Source: an optimization exercise on an open RTL-to-GDS flow (aim: small area, a short achievable clock period and few clock cycles per item). Production flows keep margins and buffers that such runs may drop.
The RTL was checked by simulation tests, not by an equivalence proof against the original design.
No activity file was given, so power comes from the tool's default toggle rates.

## design/flow/design.v

```verilog
`timescale 1ns / 1ps
typedef struct packed {
    logic load_A;
    logic load_B;
    logic load_add;
    logic shift_HQ_LQ_Q_1;
    logic add_sub;
} mult_control_t;
module multiplicacion #(
    parameter N = 32
    ) (
    input logic clk, rst,
    input logic valid,
    input logic [N-1:0] A, B,
    output logic [2*N-1:0] Mult,
    output logic done
    );
    mult_control_t mult_control;
    logic [1:0] Q_LSB;
    maquina_estados #(.N(N)) FSM (.clk(clk), .rst(rst), .valid(valid), .Q_LSB(Q_LSB), .mult_control(mult_control), .done(done));
    mult_with_no_sm #(.N(N)) Booth (.clk(clk), .rst(rst), .A(A), .B(B), .mult_control(mult_control), .Q_LSB(Q_LSB), .Y(Mult));
endmodule
module maquina_estados #(
    parameter N = 32
    ) (
    input logic clk, rst,
    input logic valid,
    input logic [1:0] Q_LSB,
    output mult_control_t mult_control,
    output logic done
    );
    localparam CW = $clog2(N+1);
    localparam [CW-1:0] ULTIMA = N;
    localparam
        Esperar = 3'b000,
        Inicio = 3'b001,
        Agregar = 3'b010,
        Sumar = 3'b011,
        Restar = 3'b100,
        Shift = 3'b101,
        Comprobar = 3'b110;
    logic [2:0] estado;
    logic [CW-1:0] iteraciones;
    always_ff @(posedge clk)
    begin
        if (rst)
        begin
            estado <= Esperar;
            iteraciones <= ULTIMA;
            done <= 1'b0;
        end
        else
        begin
            done <= 1'b0;
            case (estado)
                Esperar:
                begin
                    iteraciones <= ULTIMA;
                    if (valid)
                        estado <= Inicio;
                end
                Inicio:
                begin
                    if (Q_LSB[1] == Q_LSB[0])
                        estado <= Shift;
                    else
                        estado <= Agregar;
                end
                Agregar:
                begin 
                    if (Q_LSB[1] == 0)
                        estado <= Sumar;
                    else
                        estado <= Restar;
                end
                Sumar:
                    estado <= Shift;
                Restar:
                    estado <= Shift;
                Shift:
                    estado <= Comprobar;
                Comprobar:
                begin
                    if (iteraciones == '0)
                    begin
                        done <= 1'b1;
                        estado <= Esperar;
                    end
                    else
                    begin
                        iteraciones <= iteraciones - 1'b1;
                        estado <= Inicio;
                    end
                end
                default:
                    estado <= Esperar;
            endcase
        end
    end
    always_comb
    begin
        mult_control.load_A = 0;
        mult_control.load_B = 0;
        mult_control.add_sub = 0;
        mult_control.load_add = 0;
        mult_control.shift_HQ_LQ_Q_1 = 0;
        case (estado)
            Esperar:
            begin
                mult_control.load_A = 1;
                mult_control.load_B = 1;
            end
            Sumar:
            begin
                mult_control.add_sub = 1;
                mult_control.load_add = 1;
            end
            Restar:
            begin
                mult_control.add_sub = 0;
                mult_control.load_add = 1;
            end
            Shift:
                mult_control.shift_HQ_LQ_Q_1 = 1;
            default: ;
        endcase
    end
endmodule
module mult_with_no_sm#(
    parameter N = 32
    ) (
        input logic clk,
        input logic rst,
        input logic [N-1:0] A,
        input logic [N-1:0] B,
        input mult_control_t mult_control,
        output logic [1:0] Q_LSB,
        output logic [2*N-1:0] Y
    );
    logic [N:0] M;
    logic [N:0] adder_sub_out;
    logic [2*N+2:0] shift;
    logic [N:0] HQ;
    logic [N:0] LQ;
    logic Q_1;
    always_ff@ (posedge clk)
    begin
        if (rst)
            M <= 0;
        else
        begin
            if (mult_control.load_A)
                M <= {1'b0, A};
            else
                M <= M;
        end
    end
    always_comb
    begin
        if (mult_control.add_sub)
            adder_sub_out = HQ + M;
        else
            adder_sub_out = HQ - M;
    end
    always_comb
    begin
        HQ = shift [2*N+2:N+2];
        LQ = shift [N+1:1];
        Q_1 = shift [0];
        Y = {HQ[N-2:0], LQ};
        Q_LSB = {LQ[0], Q_1};
    end
    always_ff@ (posedge clk)
    begin
        if (rst)
            shift <= 0;
        else if (mult_control.shift_HQ_LQ_Q_1)
            shift <= $signed (shift)>>>1;
        else
        begin
            if (mult_control.load_B)
                shift <= {{(N+1){1'b0}}, 1'b0, B, 1'b0};
            else if (mult_control.load_add)
                shift [2*N+2:N+2] <= adder_sub_out;
        end
    end
endmodule
```

## design/flow/run.sh

```bash
#!/bin/bash
# synth_recipe.tcl (not shown) runs the flow's synth.tcl, then flattens the netlist and writes it again
# the make line also repeats each setting of config.mk as NAME=value (left out here)
make -C /OpenROAD-flow-scripts/flow DESIGN_CONFIG=/design/flow/config.mk WORK_HOME=/design/flow/orfs CLKGATE_MAP_FILE= SYNTH_SCRIPT=/design/flow/synth_recipe.tcl finish
```

## design/flow/config.mk

```make
export PLATFORM = sky130hd
export DESIGN_NAME = multiplicacion
export DESIGN_NICKNAME = multiplicacion
export VERILOG_FILES = /design/flow/design.v
export SDC_FILE = /design/flow/constraint.sdc
export NUM_CORES = 4
export LEC_CHECK = 0
export CAP_MARGIN = 20
export CORE_MARGIN = 2
export CORE_UTILIZATION = 40
export SLEW_MARGIN = 20
```

## design/flow/constraint.sdc

```tcl
create_clock -name core_clock -period 5.0 [get_ports {clk}]
set_input_delay 1.0000 -clock core_clock [delete_from_list [all_inputs] [get_ports {clk}]]
set_output_delay 1.0000 -clock core_clock [all_outputs]
set_load 0.01 [all_outputs]
```

==> impl_metrics.py <==
metrics = {
    "outcome": {
        "status": "no timing/DRC/antenna violations",
    },
    "floorplan": {
        "rows": 48,
        "io_pins": 132,
        "die_area_um2": 18600,
        "chipWidth_um": 136,
        "die_y_um": 136,
        "start_util": 0.407,
        "core_region_area_um2": 17200,
    },
    "final_layout": {
        "finalNetCount": 1091,
        "diodes": 0,
        "synthToLayoutAreaGrowth_pct": 22.3,
        "drive_gt1_frac": 0.0527,
        "fillers": 1687,
        "design_area_um2": 8580,
    },
    "pwr": {
        "p_leak_nw": 3.37,
        "power.density_nw_per_um2": 568,
        "power_switching_mw": 2.14,
        "finalPower_mw": 4.87,
        "swShare": 0.438,
        "p_clk_frac": 0.143,
        "pwr-share-seq": 0.266,
        "ir_worst_vdd_mv": 0.268,
        "comb_power_share": 0.591,
        "internal_power_mw": 2.74,
    },
    "route": {
        "drcViolationCount": 0,
        "vias": 6628,
        "vias_per_cell": 5.47,
        "drt_iter0_drc": 364,
        "finalWirelength_um": 19000,
        "ant_nets": 0,
        "wire_per_inst_um": 15.7,
        "dr.pass1.iters": 5,
    },
    "sta": {
        "layout_min_cycle_time_ns": 4.32,
        "fin_ws_ns": 0.675,
        "tightest_slew_ns": 0.958,
        "finalMaxSlewViolations": 0,
        "slew_headroom": 0.361,
        "clock-skew-final_ns": 0.0149,
        "hold_viol": 0,
        "rsz0062_at_grt": "no",
        "hold_slack_ns": 0.462,
        "tns_ns": 0,
        "setup_viol": 0,
        "max_freq_mhz": 231,
        "fin_crit_sh": 0.865,
    },
    "synth": {
        "ys.flop_type": "dfxtp_1",
        "yosysWarnings": 2,
        "async_flop_share": 0,
        "synth_nets": 1018,
        "ys_types": 71,
        "synth_largest_area_cell": "dfxtp_1",
        "postSynthCellCount": 908,
        "synth_area_leaders": "dfxtp_1 (31%), nand2_1 (7.8%), ha_1 (7.5%), a21oi_1 (6.3%), nor2_1 (4.8%)",
        "syn_area_um2": 7020,
        "synth_top_area_frac": 0.311,
        "yosys-top-cells-count": "nand2_1 (145), dfxtp_1 (109), nor2_1 (90)",
        "synth_area_per_cell_um2": 7.73,
        "synth_most_common_cell": "nand2_1",
        "synth-edff-count": 0,
        "seq_area_frac_synth": 0.311,
        "synth_seq_cells": 109,
    },
    "place": {
        "place_area_um2": 8300,
        "portBuffers": 131,
        "gp_congestion": 0.891,
        "pre_cts_slack_ns": 0.658,
        "dp_hpwl_um": 13400,
    },
    "worst_setup_path": {
        "crit_arrival_ns": 4.55,
        "crit_fanout": 5,
        "cp-start-kind": "flop",
        "end_kind": "flop",
        "criticalPathCategory": "reg2reg",
        "required_ns": 5.22,
    },
    "worst_hold_path": {
        "hold_class": "reg2reg",
    },
    "grt": {
        "grt_max_degree": 68,
        "grtUsageTotal": 0.210,
        "grt_pass1_wl_um": 31400,
        "antenna_found_initial": 0,
        "overflow": 0,
        "first_global_vias": 6411,
    },
    "clocking": {
        "clock_sinks": 109,
        "worstSkewPairLatency_ns": 0.37,
        "cts_tree": "built",
        "cts_hold_buf": 0,
        "cts_made_buffers": 9,
        "clk_path_buf_depth": 2,
        "post_cts_resized": 0,
        "root_buffer": "clkbuf_16",
        "h-tree-depth": 3,
        "cts_setup_buffers": 0,
        "path_clk_slew_ns": 0.08,
    },
    "job": {
        "maxCapViolations": 0,
    },
}
[stage by stage]
stage                     std cells   util
after CTS                      1211  0.498
final                          1211  0.498
after global placement         1195  0.482
after floorplan                 908      -
after global routing           1211  0.498
after detailed placement       1195  0.482
[power by group through the flow]
stage                     Clock [mW]  Sequential (mW)  Combinational (mW)
after floorplan                    0             1.26                2.18
after global placement             0             1.32                2.86
after detailed placement           0             1.32                2.86
after CTS                      0.716             1.30                2.88
after global routing           0.740             1.33                3.23
final                          0.698             1.30                2.88
[per-layer routing]
metal,GRT usage,vias to the layer above,wire [um]
met5,0,-,0
met4,0.0619,0,306
met2,0.346,168,8480
li1,-,3353,-
met3,0.0589,21,1320
met1,0.266,3086,8900
[cell usage in the layout, fill, tap and decap left out, types with 4 or more instances in the layout]
master	n
inv_1	19
and3_1	4
nand3_1	7
o221ai_1	6
dfxtp_1	109
and2_1	4
nor2_1	88
a311oi_1	18
o21bai_1	8
a22oi_1	4
o21ai_0	29
a21o_1	15
a21oi_1	88
ha_1	42
clkdlybuf4s50_1	130
buf_4	14
nand2b_1	7
o22ai_1	20
nor2b_1	4
xor2_1	28
nor3_1	47
o21ai_1	5
a31oi_1	9
nand2_1	144
xnor2_1	33
clkbuf_16	9
a221oi_1	23
[flip-flops by register name, indices dropped and copies added (netlist names)]
register	cells
Booth.shift	67
Booth.M	32
FSM.iteraciones	6
FSM.estado	3
FSM.done	1
[worst max-delay path: stages, from the launching register on]
cell and delay [ns]:
dfxtp_1 0.35, or4_1 0.61, nor3_1 0.19, nand2_1 0.12, nor3_1 0.49, nor2_1 0.11
xnor2_1 0.21, ha_1 0.28, and2_1 0.16, and3_1 0.19, a21oi_1 0.15, o21ai_1 0.14
a21oi_1 0.27, o311ai_2 0.13, buf_4 0.16, a311o_1 0.34, o2111ai_1 0.19, a211oi_1 0.09
[final timing paths]
path	from	to	slack [ns]	cells after the start
hold / removal	Booth.M[31]	Booth.M[31]	0.46	2
setup reg to reg	Booth.M[0]	Booth.shift[64]	0.68	17
setup / recovery	Booth.M[0]	Booth.shift[64]	0.68	17
hold reg to reg	Booth.M[31]	Booth.M[31]	0.46	2
[logic make-up after synthesis]
group / after synthesis / synth area share
buf+inv: 101 / 0.0708
xor+xnor: 62 / 0.0774
fa+ha+maj: 44 / 0.0792
flops: 109 / 0.311
mux: 5 / 0.00820
simple gates: 332 / 0.211
compound gates: 255 / 0.242
[final cells by class]
| cell class | instances | area [um2] | area share |
|---|---|---|---|
| Multi-Input combinational cell | 698 | 4360 | 0.508 |
| Sequential cell | 109 | 2180 | 0.254 |
| Timing Repair Buffer | 144 | 1410 | 0.164 |
| Tap cell | 225 | 282 | 0.0328 |
| Clock buffer | 11 | 233 | 0.0271 |
| Inverter | 19 | 71.3 | 0.00831 |
| Clock inverter | 5 | 42.5 | 0.00496 |
Testbench counts, summed over its fixed seeds: cycles 319,564, items 2,400.

==> afterwards: timing with drivers on the ports <==
How much do the figures lean on ideal ports? The routed layout below was timed once more, with nothing changed but the port constraints. Step 1 sets driving cells, clkbuf_16 on the clock port and buf_2 on the other inputs (assumed; they add their load-dependent delay and slew). Step 2 moves the port delays by t, midway between the first and last clock arrival at a register: inputs arrive t later, outputs are due t later. That takes back most of the time a late clock gives input paths. a / b / c = no drivers / after step 1 / after step 2; a / b = the first two.
t (ns): 0.401
setup WS [ns]: 0.675 / 0.675 / 0.675
worst slew at a driven data input, ns: 0.05
After both steps setup and hold are still met in this run. For this run, drivers alone change the setup slack by 0.000 ns; drivers and shift together by 0.000 ns.
